This design comes from an exercise in tuning for small area and a short achievable clock period on the open sky130 flow, not from production work. The RTL was checked by simulation tests, not by an equivalence proof against the original design. No driver is modelled on the clock port, so clocking that relies on it looks cheaper here than on a real chip.

==> flow/design.v (outline; a module is shown in full before it is edited, if it fits) <==
// module div16_reg: 24 lines
// module div_16bit: 1389 lines
// module g_a21oi: 3 lines
// module g_and2: 3 lines
// module g_inv: 3 lines
// module g_nand2: 3 lines
// module g_nor2: 3 lines
// module g_nor2b: 3 lines
// module g_nor4: 3 lines
// module g_o21ai: 3 lines
// module g_xnor2: 3 lines
// module g_xor2: 3 lines
module div16_reg (
    input wire clk,
    input wire [15:0] A,
    input wire [7:0] B,
    output reg [15:0] result,
    output reg [15:0] odd
);
  // ...
==> flow/flow/run.sh <==
#!/bin/bash
set -euo pipefail
bash standard.sh \
  BUFFER_PORTS_ARGS="-buffer_cell sky130_fd_sc_hd__buf_1" \
  SETUP_SLACK_MARGIN=16 \
  SETUP_MOVE_SEQUENCE=unbuffer,sizeup,swap \
  ABC_LOAD_IN_FF=1 \
  finish > standard.log 2>&1
==> flow/standard.sh <==
#!/bin/bash
# synth_recipe.tcl (not shown) runs the flow's synth.tcl, then flattens the netlist and writes it again
# the make line also repeats each setting of config.mk as NAME=value (left out here)
make -C /OpenROAD-flow-scripts/flow DESIGN_CONFIG=/design/flow/config.mk WORK_HOME=/design/flow/orfs CLKGATE_MAP_FILE= SYNTH_SCRIPT=/design/flow/synth_recipe.tcl "${@:-finish}"
==> flow/config.mk <==
export PLATFORM = sky130hd
export DESIGN_NAME = div16_reg
export DESIGN_NICKNAME = div16_reg
export VERILOG_FILES = /design/flow/design.v
export SDC_FILE = /design/flow/constraint.sdc
export NUM_CORES = 4
export LEC_CHECK = 0
export CAP_MARGIN = 20
export CORE_MARGIN = 2
export CORE_UTILIZATION = 40
export CTS_BUF_LIST = sky130_fd_sc_hd__clkbuf_8
export SLEW_MARGIN = 20
export SYNTH_HIERARCHICAL = 1
export SYNTH_MINIMUM_KEEP_SIZE = 0
==> flow/constraint.sdc <==
create_clock -name core_clock -period 36.0 [get_ports {clk}]
set_input_delay 7.2000 -clock core_clock [delete_from_list [all_inputs] [get_ports {clk}]]
set_output_delay 7.2000 -clock core_clock [all_outputs]
set_load 0.01 [all_outputs]
==> run summary, run 1 <==
----------------------------------------------------
[Worst setup path]
  Worst-case register-to-register setup slack ... 17950 ps
  Top cell family by delay on the critical path ... compound AO/OA/AOI/OAI gates
  Dominant cell type by count on the critical path ... nor2_1

[Synth]
  Async S/R FF share, synth ... 0%
  Multiplexer share of the synthesized area ... 0%
  Most frequent cell after synthesis ... nor2_1
  Number of enable-type register cells in the synthesized netlist ... 0
  Largest area contributor in the synthesized netlist ... dfxtp_1
  Ys flop type ... dfxtp_1
  Mapped Avg Cell Area ... 6.45 µm²

[Timing]
  Slew Limit Fails ... 0
  Final setup TNS ... 0 ps
  Unrepaired setup endpoints after global routing ... false

[Layout]
  Number of ordinary and repair buffers in the finished layout ... 64
  Leading registers by flop count ... a_q: 16 flops, odd: 16 flops, result: 16 flops
  Most common cell after layout, fill and taps aside ... nor2_1
  Sequential standard cell area ... 1120 µm²

[Global routing]
  Global-route met2 utilization ... 28.8%
  Layer with the highest usage after global routing ... met2

[Floorplanning]
  Die extent in x ... 117 µm

[Clock network]
  Hold-fix buffer count after cts ... 0
  Clock-pin transition on the worst setup and hold timing paths ... 110 ps
  Clock sink count ... 56

[Status]
  Result of the run ... complete, no violations

----------------------------------------------------
==> inputs of run 2 (changes only) <==
==> flow/flow/run.sh (replaced) <==
#!/bin/bash
# The standard layout (standard.sh), with these changes to how it is made:
#  - the port buffers are the smallest buffer (buf_1) rather than the
#    resizer's pick;
#  - ABC maps the divider's small gate modules for a light load
#    (ABC_LOAD_IN_FF=1), so they start at the smallest drive strength;
set -euo pipefail
bash standard.sh \
  BUFFER_PORTS_ARGS="-buffer_cell sky130_fd_sc_hd__buf_1" \
  SETUP_SLACK_MARGIN=16 \
  ABC_LOAD_IN_FF=1 \
  finish > standard.log 2>&1
--- a/flow/config.mk
+++ b/flow/config.mk
@@ -10,3 +10,2 @@
 export CORE_UTILIZATION = 40
-export CTS_BUF_LIST = sky130_fd_sc_hd__clkbuf_8
 export SLEW_MARGIN = 20
==> run 2 against run 1 <==
  * Still clean on timing, DRC and antenna
  * Sequential share of layout area down 0.33 points
  * Largest cell class unchanged
  * Area after synthesis unchanged
  * Count of clock-buffer cells in the layout unchanged
  * Die area unchanged
  * Highest routed layer unchanged
  * Maximum frequency up 0.12%
  * Worst setup slack better by 21 ps
  * Routed wire length up 1.1%
==> run summary, run 2 <==
----------------------------------------------------
[Drt]
  Routed WL ... 11.6 mm
  Vias per std cell ... 4.77
  Count of unresolved DRC violations after routing ... 0
  Routed via count ... 4871
  Detailed router's first-iteration violation count ... 209
  Average wire length per cell after detail routing ... 11.4 µm
  DRT antenna net count ... 0
  Number of iterations in the first detailed-routing pass ... 5

[Status]
  Result of the run ... complete, no violations

[Synth]
  Number of enable-type register cells in the synthesized netlist ... 0 (unchanged)
  Post-Syn Nets ... 811
  Yosys warnings ... 7
  Largest cells by area after synthesis ... dfxtp_1, xor2_1, nor2_1, xnor2_1, nand2_1
  Largest area contributor in the synthesized netlist ... dfxtp_1
  Most frequent cell after synthesis ... nor2_1
  Most frequent cells after synthesis ... nor2_1, nand2_1, xor2_1
  Ys flop type ... dfxtp_1
  Mapped Avg Cell Area ... 6.45 µm² (unchanged)
  Post-synthesis instance area ... 5070 µm²
  Post-synthesis register bit count ... 56
  Async S/R FF share, synth ... 0% (unchanged)
  Area share of the largest cell type after synthesis ... 22.1%
  Distinct cells, synth ... 20
  Sequential element share of the synthesized area ... 22.1%
  Synth Instances ... 786

[Layout]
  Non-filler cells, final ... 1022
  Share of layout cells above drive strength 1 ... 10.8%
  Post-layout net count ... 874
  Antenna fix cells ... 0
  Fillers ... 1340
  Most common cell after layout, fill and taps aside ... nor2_1
  Signed area change from the synthesized netlist to the final layout ... 19.2%
  Commonest non-fill, non-tap cells in the layout ... nor2_1, nand2_1, xor2_1
  Leading registers by flop count ... a_q: 16 flops, odd: 16 flops, result: 16 flops

[Worst setup path]
  Slowest cell delay on critical path ... 370 ps
  Top cell family by delay on the critical path ... compound AO/OA/AOI/OAI gates
  Critical path launch point type ... flip-flop
  Category of the critical setup timing path ... flip-flop to flip-flop
  Dominant cell type by count on the critical path ... nor2_1
  Critical path arrival ... 18210 ps
  Endpoint class of the critical path ... flip-flop
  Highest-delay cell along the critical path ... dfxtp_1
  Maximum fanout along the worst path ... 9
  Data required, critical path ... 36190 ps
  Bufs and invs on worst path ... 4

[Floorplanning]
  I/O pin count ... 57
  Die extent in x ... 117 µm (unchanged)
  Initial core utilization ... 40.5%
  Std-Cell Rows ... 41
  Height of the die ... 117 µm
  Core area ... 12500 µm²
  Overall die area ... 13600 µm²

[Timing]
  Slew of the pin with the lowest slew margin ... 578 ps
  Shortest period the worst path allows ... 18020 ps
  Worst-case clock skew ... 4.34 ps
  Final setup TNS ... 0 ps (unchanged)
  Unrepaired setup endpoints after global routing ... false
  Slew Limit Fails ... 0 (unchanged)
  Worst hold slack after final layout ... 458 ps
  Worst slew margin relative to its limit ... 61.0%
  Final number of hold-violating endpoints ... 0
  Fraction of the cycle the final worst path needs ... 50.1%
  Top achievable clock speed ... 55.5 MHz
  Finish-stage setup viols ... 0

[Global routing]
  Via count of the first global-routing pass ... 4058
  Global-route wire length before repair ... 19.1 mm
  Global-route met2 utilization ... 29.3% (+0.50 points)
  Layer with the highest usage after global routing ... met2
  Global Route met1 Usage ... 23.4%
  Met3 track demand over resource ... 2.91%
  Antenna violations before repair ... 0
  Maximum number of pins on one net before global-route repair ... 46
  Grt total ovfl ... 0
  Total track usage ... 17.3%

[Clock network]
  CTS HTree Levels ... 2
  Hold-fix buffer count after cts ... 0 (unchanged)
  Root buf cell ... clkbuf_16
  Maximum buffer depth of the clock tree ... 2
  Clock-pin transition on the worst setup and hold timing paths ... 80 ps (-30 ps)
  Clock sink count ... 56 (unchanged)
  Clock latency (worst-skew pair) ... 310 ps
  TritonCTS Buffers ... 5
  CTS tree ... done

[Min path]
  Hold WC Path Type ... flip-flop to flip-flop

[Job]
  Max cap viols ... 0

[Placement]
  Placer's final routability congestion estimate ... 0.773
  Count of port buffers added during placement ... 56
  Final HPWL from detailed placement ... 8.15 mm
  Placed cell count ... 1006

----------------------------------------------------
[run 2: worst paths after layout]
| check | start | endpoint | slack [ps] | depth (start not counted) |
|---|---|---|---|---|
| hold / removal | a_q[0]$_DFF_P_ | odd[0]$_DFF_P_ | 460 | 1 |
| setup reg to reg | b_q[5]$_DFF_P_ | odd[7]$_DFF_P_ | 17980 | 111 |
| hold reg to reg | a_q[0]$_DFF_P_ | odd[0]$_DFF_P_ | 460 | 1 |
| setup / recovery | b_q[5]$_DFF_P_ | odd[7]$_DFF_P_ | 17980 | 111 |
[run 2: timing repair]
item	4_1_cts	5_1_grt
pin swaps	1	8
resized for setup	17	61
setup endpoints to repair	10	10
gates cloned	1	0
buffers inserted	2	5
[run 2: modules after synthesis (local to each module, per instance), a selection]
module | cells | copies in the design | area, µm²
g_o21ai | 1 | 93 | 5.00
g_a21oi | 1 | 33 | 5.00
g_nor2b | 1 | 4 | 6.26
g_nor2 | 1 | 208 | 3.75
div_16bit | 51 | 1 | 307
g_inv | 1 | 25 | 3.75
div16_reg | 56 | 1 | 1120
g_xnor2 | 1 | 81 | 8.76
g_nor4 | 1 | 2 | 6.26
g_xor2 | 1 | 103 | 8.76
[run 2: kinds of logic after synthesis]
kind of cell | Yosys count | share of synthesized area (%)
xor+xnor | 184 | 31.8
compound gates | 131 | 13.3
buf+inv | 49 | 4.74
simple gates | 366 | 28.1
flops | 56 | 22.1
[run 2: final cells by class]
type / count / area (µm²) / share of cell area, %
well taps: 172 / 215 / 3.56
flip-flops and latches: 56 / 1120 / 18.6
repair buffers: 71 / 323 / 5.34
repair inverters: 1 / 5.00 / 0.0828
multi-input cells: 681 / 4100 / 67.8
clock inverters: 3 / 26.3 / 0.435
inverters: 33 / 128 / 2.11
clock buffers: 5 / 125 / 2.07
[run 2: per-stage QoR]
stage	utilization, %	setup slack (ps)	cell area, µm²
floorplan	-	16690	5070
global placement	43.5	14050	5440
detailed placement	43.5	13600	5440
CTS	45.3	16090	5670
global route	48.3	15850	6050
finish	48.3	17980	6050
[run 2: per-layer routing]
metal,share of wire [%],vias up
li1,-,2620
met1,48,2180
met2,47,60
met3,3.4,11
met4,1.0,0
met5,0,-
==> inputs of run 3 (changes only) <==
--- a/flow/config.mk
+++ b/flow/config.mk
@@ -10,2 +10,3 @@
 export CORE_UTILIZATION = 40
+export CTS_BUF_LIST = sky130_fd_sc_hd__clkbuf_8
 export SLEW_MARGIN = 20
==> run 3 against run 2 <==
  * Flip-flop and latch count is the same
  * Highest routed layer unchanged
  * Clock skew up 3.6 ps
  * Still clean on timing, DRC and antenna
  * Critical path type unchanged
  * Maximum frequency is 0.26% higher
  * Count of clock-buffer cells in the layout stayed put
==> run summary, run 3 <==
----------------------------------------------------
[Timing]
  Shortest period the worst path allows ... 17980 ps (-47.2 ps)
  Fraction of the cycle the final worst path needs ... 49.9% (-0.13 points)
  Final setup TNS ... 0 ps (unchanged)
  Finish-stage setup viols ... 0 (unchanged)
  Slew of the pin with the lowest slew margin ... 576 ps (-1.41 ps)
  Final number of hold-violating endpoints ... 0 (unchanged)
  Unrepaired setup endpoints after global routing ... false
  Worst hold slack after final layout ... 462 ps (+3.95 ps)
  Top achievable clock speed ... 55.6 MHz (+0.26%)
  Worst slew margin relative to its limit ... 61.1% (+0.095 points)
  Worst-case clock skew ... 7.93 ps (+3.59 ps)
  Slew Limit Fails ... 0 (unchanged)

[Worst setup path]
  Slowest cell delay on critical path ... 380 ps (about the same)
  Category of the critical setup timing path ... flip-flop to flip-flop
  Maximum fanout along the worst path ... 9 (unchanged)
  Endpoint class of the critical path ... flip-flop
  R2R Path Start ... b_q[5]$_DFF_P_
  Critical path arrival ... 18210 ps (about the same)
  Critical path launch point type ... flip-flop
  Dominant cell type by count on the critical path ... nor2_1
  Highest-delay cell along the critical path ... dfxtp_1
  Data required, critical path ... 36230 ps (+40 ps)
  Critical path origin ... b_q[5]$_DFF_P_

[Layout]
  Footprint of the multi-input gates ... 4090 µm² (-0.18%)
  Share of layout cells above drive strength 1 ... 10.7% (-0.12 points)
  Most common cell after layout, fill and taps aside ... nor2_1
  Commonest non-fill, non-tap cells in the layout ... nor2_1, nand2_1, xor2_1
  Antenna fix cells ... 0 (unchanged)
  Post-layout net count ... 874 (unchanged)
  Signed area change from the synthesized netlist to the final layout ... 17.9%
  Util after Layout ... 47.8% (-0.51 points)
  Leading registers by flop count ... a_q: 16 flops, odd: 16 flops, result: 16 flops
  Sequential standard cell area ... 1120 µm² (unchanged)
  Fillers ... 1353 (+0.97%)

[Synth]
  Ys flop type ... dfxtp_1
  Sequential element share of the synthesized area ... 22.1% (unchanged)
  Most frequent cell after synthesis ... nor2_1
  Most frequent cells after synthesis ... nor2_1, nand2_1, xor2_1
  Largest cells by area after synthesis ... dfxtp_1, xor2_1, nor2_1, xnor2_1, nand2_1
  Post-synthesis register bit count ... 56 (unchanged)
  Mapped Avg Cell Area ... 6.45 µm² (unchanged)
  Distinct cells, synth ... 20 (unchanged)
  Yosys warnings ... 7 (unchanged)
  Post-synthesis instance area ... 5070 µm² (unchanged)
  Number of enable-type register cells in the synthesized netlist ... 0 (unchanged)
  Post-Syn Nets ... 811 (unchanged)
  Largest area contributor in the synthesized netlist ... dfxtp_1
  Area share of the largest cell type after synthesis ... 22.1% (unchanged)
  Async S/R FF share, synth ... 0% (unchanged)
  Synth Instances ... 786 (unchanged)

[Clock network]
  Maximum buffer depth of the clock tree ... 2 (unchanged)
  TritonCTS Buffers ... 5 (unchanged)
  CTS HTree Levels ... 2 (unchanged)
  Clock sink count ... 56 (unchanged)
  Clock-pin transition on the worst setup and hold timing paths ... 110 ps (+30 ps)
  Clock latency (worst-skew pair) ... 340 ps (+30 ps)
  CTS tree ... done
  Hold-fix buffer count after cts ... 0 (unchanged)
  Root buf cell ... clkbuf_8

[Min path]
  Hold Crit Start ... a_q[0]$_DFF_P_
  Hold WC Path Type ... flip-flop to flip-flop

[Floorplanning]
  Core area ... 12500 µm² (unchanged)
  Std-Cell Rows ... 41 (unchanged)
  Height of the die ... 117 µm (unchanged)
  I/O pin count ... 57 (unchanged)
  Die extent in x ... 117 µm (unchanged)
  Initial core utilization ... 40.5% (unchanged)
  Overall die area ... 13600 µm² (unchanged)

[Status]
  Result of the run ... complete, no violations

[Global routing]
  Maximum number of pins on one net before global-route repair ... 46 (unchanged)
  Total track usage ... 17.2% (-0.065 points)
  Grt total ovfl ... 0 (unchanged)
  Antenna violations before repair ... 0 (unchanged)
  Global-route wire length before repair ... 19.0 mm (-0.39%)
  Via count of the first global-routing pass ... 4031 (-0.67%)

[Placement]
  Count of port buffers added during placement ... 56 (unchanged)
  Final HPWL from detailed placement ... 8.15 mm (unchanged)
  Placer's final routability congestion estimate ... 0.773 (unchanged)

[Drt]
  Count of unresolved DRC violations after routing ... 0 (unchanged)
  Detailed router's first-iteration violation count ... 193 (-7.7%)
  Number of iterations in the first detailed-routing pass ... 5 (unchanged)
  Average wire length per cell after detail routing ... 11.3 µm (-0.78%)
  Vias per std cell ... 4.77 (about the same)
  Routed via count ... 4873 (+0.041%)
  Routed WL ... 11.5 mm (-0.78%)
  DRT antenna net count ... 0 (unchanged)

[Job]
  Max cap viols ... 0 (unchanged)

----------------------------------------------------
==> run 3: cell counts after synthesis <==
Identical to the previous run, type by type.
==> run 3: what timing repair did <==
action                     CTS  global route
resized for setup           16            61
buffers inserted             2             5
setup endpoints to repair   10            10
pin swaps                    1             8
gates cloned                 1             0
==> run 3: path summary, 6_finish.rpt <==
check             depth (start not counted)  slack, ps              to
setup / recovery                        111      18020  odd[7]$_DFF_P_
hold / removal                            1        460  odd[0]$_DFF_P_
setup reg to reg                        111      18020  odd[7]$_DFF_P_
hold reg to reg                           1        460  odd[0]$_DFF_P_
==> run 3: kinds of logic after synthesis <==
group,share of synthesized area (%)
AOI/OAI and AO/OA,13.3
buffers and inverters,4.74
and+or+nand+nor,28.1
DFF,22.1
xor gates and xnor gates,31.8
==> run 3: worst max-delay path, delay by kind of cell (launching register included) <==
family	cells	cell delay (ps)
AND/OR/NAND/NOR	49	6050
AO/OA/AOI/OAI	41	7010
XOR/XNOR	17	4090
flip-flops	1	380
buffers and inverters	4	310
==> run 3: per-module statistics from Yosys (local to each module, per instance), excerpt <==
module | cells inside | times used
div_16bit | 51 | 1
g_xor2 | 1 | 103
g_xnor2 | 1 | 81
g_and2 | 1 | 1
g_nor2b | 1 | 4
g_nor4 | 1 | 2
g_o21ai | 1 | 93
g_a21oi | 1 | 33
g_nand2 | 1 | 129
g_inv | 1 | 25
g_nor2 | 1 | 208
==> run 3: layout make-up <==
cell class	count	share of cell area, %
timing repair buffer	71	5.40
timing repair inverter	1	0.0837
inverter	33	2.13
tap	172	3.60
clock inverter	3	0.439
clock buffer	5	1.15
sequential	56	18.8
multi-input combinational	681	68.4
==> run 3: per-layer routing <==
layer | vias up | track usage, % | wire (µm)
li1 | 2625 | - | -
met1 | 2178 | 23.5 | 5610
met2 | 60 | 29.0 | 5430
met3 | 10 | 2.91 | 393
met4 | 0 | 3.22 | 118
met5 | - | 0 | 0
==> run 3: per-stage QoR <==
stage / cells / instance area, µm² / setup WS (ps)
after CTS: 1017 / 5610 / 16020
after detailed placement: 1006 / 5440 / 13600
after global routing: 1022 / 5980 / 15880
final: 1022 / 5980 / 18020
after global placement: 1006 / 5440 / 14050
after floorplan: 786 / 5070 / 16690
==> inputs of run 4 (changes only) <==
==> flow/flow/run.sh (replaced) <==
#!/bin/bash
# The standard layout, with these changes to how it is made:
#  - the port buffers are the smallest buffer (buf_1) rather than the resizer's pick;
#  - after clock tree synthesis, flow/skew.tcl gives the registers that
#    capture the divider's last results a later clock (useful skew for the
#    register-to-register path); the later repair steps fix hold.
set -euo pipefail
export POST_CTS_TCL="$(pwd)/flow/skew.tcl"
export SKEW_CELLS=2
export SKEW_REGS="result:0-5 odd:0-7"
bash standard.sh \
  BUFFER_PORTS_ARGS="-buffer_cell sky130_fd_sc_hd__buf_1" \
  SETUP_SLACK_MARGIN=16 \
  ABC_LOAD_IN_FF=1 \
  finish > standard.log 2>&1
==> flow/flow/skew.tcl (new file) <==
# Useful skew for the divider: the registers that capture the divider's
# late results get their clock through a delay chain, so the long
# register-to-register path through the divider gets more time. Only
# register-to-register paths gain: these registers launch output paths,
# which lose the same time, and no input path changes.
#   SKEW_CELLS   number of delay cells in the chain
#   SKEW_REGS    registers to delay, as NAME:LO-HI items (bits LO..HI of NAME)
set skew_cells $::env(SKEW_CELLS)
set skew_regs $::env(SKEW_REGS)
set skew_dly_cell sky130_fd_sc_hd__dlygate4sd3_1
set skew_buf_cell sky130_fd_sc_hd__clkbuf_8

set db [ord::get_db]
set block [ord::get_db_block]
set dly_master [$db findMaster $skew_dly_cell]
set buf_master [$db findMaster $skew_buf_cell]

# registers to delay
set caps {}
foreach inst [$block getInsts] {
  if {[$inst findITerm CLK] eq "NULL"} { continue }
  set name [string map {"\\" ""} [$inst getName]]
  if {![regexp {^([A-Za-z_0-9]+)\[([0-9]+)\]} $name -> base bit]} { continue }
  foreach item $skew_regs {
    lassign [split $item ":-"] rb lo hi
    if {$base eq $rb && $bit >= $lo && $bit <= $hi} {
      lappend caps $inst
      break
    }
  }
}
puts "skew: [llength $caps] registers, $skew_cells delay cells"

# the clock root net: the net driven by the buffer the clock port drives
set port_net [$block findNet clk]
set root_net ""
foreach it [$port_net getITerms] {
  set inst [$it getInst]
  set out [$inst findITerm X]
  if {$out ne "NULL"} { set root_net [$out getNet] }
}
set root_drv_loc [[[lindex [$port_net getITerms] 0] getInst] getLocation]

# centroid of the delayed registers
set sx 0; set sy 0
foreach ff $caps { set l [$ff getLocation]; set sx [expr {$sx + [lindex $l 0]}]; set sy [expr {$sy + [lindex $l 1]}] }
set cx [expr {int($sx / [llength $caps])}]
set cy [expr {int($sy / [llength $caps])}]
set rx [lindex $root_drv_loc 0]; set ry [lindex $root_drv_loc 1]

set prev $root_net
for {set i 0} {$i < $skew_cells} {incr i} {
  set inst [odb::dbInst_create $block $dly_master "skew_dly_$i"]
  set net [odb::dbNet_create $block "skew_net_$i"]
  $net setSigType CLOCK
  [$inst findITerm A] connect $prev
  [$inst findITerm X] connect $net
  set f [expr {($i + 1.0) / ($skew_cells + 1)}]
  $inst setLocation [expr {int($rx + $f * ($cx - $rx))}] [expr {int($ry + $f * ($cy - $ry))}]
  $inst setPlacementStatus PLACED
  set prev $net
}
set buf [odb::dbInst_create $block $buf_master "skew_buf"]
set late [odb::dbNet_create $block "skew_clk"]
$late setSigType CLOCK
[$buf findITerm A] connect $prev
[$buf findITerm X] connect $late
$buf setLocation $cx $cy
$buf setPlacementStatus PLACED

set old_nets {}
foreach ff $caps {
  set it [$ff findITerm CLK]
  set n [$it getNet]
  if {[lsearch $old_nets $n] < 0} { lappend old_nets $n }
  $it disconnect
  $it connect $late
}
# drop clock buffers left without loads
foreach n $old_nets {
  set loads 0
  set drv ""
  foreach it [$n getITerms] {
    if {[$it isOutputSignal]} { set drv [$it getInst] } else { incr loads }
  }
  if {$loads == 0 && $drv ne ""} {
    puts "skew: removing unloaded clock buffer [$drv getName]"
    odb::dbInst_destroy $drv
    odb::dbNet_destroy $n
  }
}

detailed_placement
set_propagated_clock [all_clocks]
estimate_parasitics -placement
report_clock_skew
report_worst_slack -max
report_worst_slack -min
==> run 4 against run 3 <==
  * The layout now fails its checks (negative hold slack)
  * Final cell count grew 0.68%
  * Sequential share of layout area rose by 0.43 points
  * Global-route usage is 0.21 points higher
  * Utilization is 1.1 points lower
  * First-iteration DRC count grew 13%
  * Maximum frequency is 1.4% higher
  * Area after synthesis is the same
  * Critical path depth stayed put
  * Synthesized cell count unchanged
  * Register-to-register slack better by 250 ps
==> run summary, run 4 <==
----------------------------------------------------
[Floorplanning]
  I/O pin count ... 57 (unchanged)
  Die extent in x ... 117 µm (unchanged)
  Initial core utilization ... 40.5% (unchanged)
  Height of the die ... 117 µm (unchanged)
  Overall die area ... 13600 µm² (unchanged)
  Core area ... 12500 µm² (unchanged)
  Std-Cell Rows ... 41 (unchanged)

[Timing]
  Worst hold slack after final layout ... -55.4 ps (-517 ps)
  Top achievable clock speed ... 56.4 MHz (+1.4%)
  Unrepaired setup endpoints after global routing ... false
  Shortest period the worst path allows ... 17730 ps (-250 ps)
  Worst-case clock skew ... 1190 ps (+1180 ps)
  Fraction of the cycle the final worst path needs ... 49.2% (-0.70 points)
  Finish-stage setup viols ... 0 (unchanged)
  Final setup TNS ... 0 ps (unchanged)
  Worst slew margin relative to its limit ... 61.5% (+0.39 points)
  Final number of hold-violating endpoints ... 7 (+7)
  Slew of the pin with the lowest slew margin ... 571 ps (-5.74 ps)
  Slew Limit Fails ... 0 (unchanged)

[Synth]
  Yosys warnings ... 7 (unchanged)
  Ys flop type ... dfxtp_1
  Post-Syn Nets ... 811 (unchanged)
  Number of enable-type register cells in the synthesized netlist ... 0 (unchanged)
  Post-synthesis instance area ... 5070 µm² (unchanged)
  Mapped Avg Cell Area ... 6.45 µm² (unchanged)
  Sequential element share of the synthesized area ... 22.1% (unchanged)
  Most frequent cells after synthesis ... nor2_1, nand2_1, xor2_1
  Synth Instances ... 786 (unchanged)
  Post-synthesis register bit count ... 56 (unchanged)
  Most frequent cell after synthesis ... nor2_1
  Area share of the largest cell type after synthesis ... 22.1% (unchanged)
  Async S/R FF share, synth ... 0% (unchanged)
  Largest cells by area after synthesis ... dfxtp_1, xor2_1, nor2_1, xnor2_1, nand2_1
  Largest area contributor in the synthesized netlist ... dfxtp_1
  Distinct cells, synth ... 20 (unchanged)

[Worst setup path]
  Slowest cell delay on critical path ... 380 ps (about the same)
  Dominant cell type by count on the critical path ... nor2_1
  Category of the critical setup timing path ... flip-flop to flip-flop
  R2R Path Start ... b_q[5]$_DFF_P_
  Critical path origin ... b_q[5]$_DFF_P_
  Maximum fanout along the worst path ... 9 (unchanged)
  Highest-delay cell along the critical path ... dfxtp_1
  Endpoint class of the critical path ... flip-flop
  Critical path launch point type ... flip-flop
  Critical path arrival ... 19100 ps (+890 ps)
  Data required, critical path ... 37370 ps (+1140 ps)

[Job]
  Max cap viols ... 0 (unchanged)

[Global routing]
  Antenna violations before repair ... 0 (unchanged)
  Grt total ovfl ... 0 (unchanged)
  Via count of the first global-routing pass ... 4073 (+1.0%)
  Global-route wire length before repair ... 19.2 mm (+0.98%)
  Maximum number of pins on one net before global-route repair ... 46 (unchanged)
  Total track usage ... 17.4% (+0.21 points)

[Drt]
  DRT antenna net count ... 0 (unchanged)
  Average wire length per cell after detail routing ... 11.2 µm (-0.80%)
  Count of unresolved DRC violations after routing ... 0 (unchanged)
  Detailed router's first-iteration violation count ... 218 (+13%)
  Routed WL ... 11.5 mm (-0.12%)
  Number of iterations in the first detailed-routing pass ... 5 (unchanged)
  Routed via count ... 4872 (-0.021%)
  Vias per std cell ... 4.73 (-0.70%)

[Min path]
  Hold WC Path Type ... flip-flop to flip-flop
  Hold Crit Start ... a_q[2]$_DFF_P_

[Layout]
  Share of layout cells above drive strength 1 ... 6.30% (-4.4 points)
  Signed area change from the synthesized netlist to the final layout ... 15.3%
  Most common cell after layout, fill and taps aside ... nor2_1
  Antenna fix cells ... 0 (unchanged)
  Post-layout net count ... 881 (+0.80%)
  Commonest non-fill, non-tap cells in the layout ... nor2_1, nand2_1, xor2_1
  Leading registers by flop count ... a_q: 16 flops, odd: 16 flops, result: 16 flops
  Fillers ... 1369 (+1.2%)

[Status]
  Result of the run ... failed layout checks
  Failing Checks ... negative hold slack

[Clock network]
  Clock sink count ... 56 (unchanged)
  Clock-pin transition on the worst setup and hold timing paths ... 110 ps (about the same)
  Clock latency (worst-skew pair) ... 1480 ps (+1140 ps)
  CTS tree ... done

[Placement]
  Count of port buffers added during placement ... 56 (unchanged)
  Placer's final routability congestion estimate ... 0.773 (unchanged)
  Final HPWL from detailed placement ... 8.15 mm (unchanged)

----------------------------------------------------
run 4: layout make-up, without the clock buffers:
class,count,area [µm²],area share (%)
buffer,3,33.8,0.578
clock inverter,3,26.3,0.449
inverter,33,128,2.18
multi-input combinational,681,3880,66.3
sequential,56,1120,19.2
tap,172,215,3.68
timing repair buffer,75,373,6.37
timing repair inverter,1,5.00,0.0856
run 4: cells by family after synthesis:
logic type                count (synthesis)  synth area share, %
AOI/OAI and AO/OA                       131                 13.3
and+or+nand+nor                         366                 28.1
xor gates and xnor gates                184                 31.8
buffers and inverters                    49                 4.74
DFF                                      56                 22.1
run 4: metrics by stage:
| step | setup slack [ps] | utilization, % | std cells | cell area, µm² |
|---|---|---|---|---|
| 2_1_floorplan | 16690 | - | 786 | 5070 |
| 3_3_place_gp | 14050 | 43.5 | 1006 | 5440 |
| 3_5_place_dp | 13600 | 43.5 | 1006 | 5440 |
| 5_1_grt | 15910 | 46.7 | 1029 | 5850 |
| 6_report | 18270 | 46.7 | 1029 | 5850 |
run 4: per-module statistics from Yosys, one instance, submodules excluded:
module     area, µm²  cells inside  flops+latches  copies in the design
div16_reg       1120            56             56                     1
div_16bit        307            51              0                     1
g_xnor2         8.76             1              0                    81
g_xor2          8.76             1              0                   103
g_and2          6.26             1              0                     1
g_nor2b         6.26             1              0                     4
g_nor4          6.26             1              0                     2
g_a21oi         5.00             1              0                    33
g_o21ai         5.00             1              0                    93
g_inv           3.75             1              0                    25
g_nand2         3.75             1              0                   129
g_nor2          3.75             1              0                   208
run 4: layer usage:
layer,routed length [µm],GRT usage (%),up-vias,share of wire (%)
met4,125,3.53,0,1.1
met1,5700,23.8,2148,49
li1,-,-,2641,-
met3,399,2.96,14,3.5
met2,5310,29.2,69,46
met5,0,0,-,0
run 4: worst paths after layout:
check	to	slack, ps	cells after the start
max	odd[7]$_DFF_P_	18270	111
min	result[2]$_DFF_P_	-60	6
min reg2reg	result[2]$_DFF_P_	-60	6
max reg2reg	odd[7]$_DFF_P_	18270	111
run 4: worst max-delay path, delay by kind of cell (launching register included):
| kind | cells | cell delay [ps] |
|---|---|---|
| AO/OA/AOI/OAI | 43 | 8190 |
| AND/OR/NAND/NOR | 47 | 5660 |
| XOR/XNOR | 17 | 4220 |
| flip-flops | 1 | 380 |
| buffers and inverters | 4 | 300 |

==> static timing again, ports no longer ideal <==
The flow's constraints put no driver on any port. The routed layouts listed below were extracted and timed again, unchanged, in two steps.
Step 1, drivers: a clkbuf_16 drives clk and a buf_2 each remaining input, both assumed.
Step 2, shift: input delay + t, output delay - t, t = (earliest + latest rising clock arrival at the registers) / 2. This alone moves slack from input paths to output paths.
Slacks: no drivers / after step 1 / after step 2; pairs: no drivers / after step 1.
| run | t (ns) | setup slack, ns | worst hold slack (ns) | worst setup path after step 2 | latest minus earliest clock arrival (ns) | worst data-port slew with drivers (ns) |
|---|---|---|---|---|---|---|
| run 1 | 0.363 | 17.955 / 17.955 / 17.955 | 0.462 / 0.462 / 0.462 | register to register | 0.008 / 0.008 | 0.05 |
| run 2 | 0.340 | 17.976 / 17.976 / 17.976 | 0.458 / 0.458 / 0.458 | register to register | 0.004 / 0.005 | 0.05 |
| run 3 | 0.362 | 18.023 / 18.023 / 18.023 | 0.462 / 0.462 / 0.462 | register to register | 0.008 / 0.008 | 0.05 |
| run 4 | 0.920 | 18.273 / 18.273 / 18.273 | -0.055 / -0.055 / -0.055 | register to register | 1.187 / 1.187 | 0.05 |
In run 4 the clock reaches the registers at very different times; t lies between them, and the last value is a rough guide only.
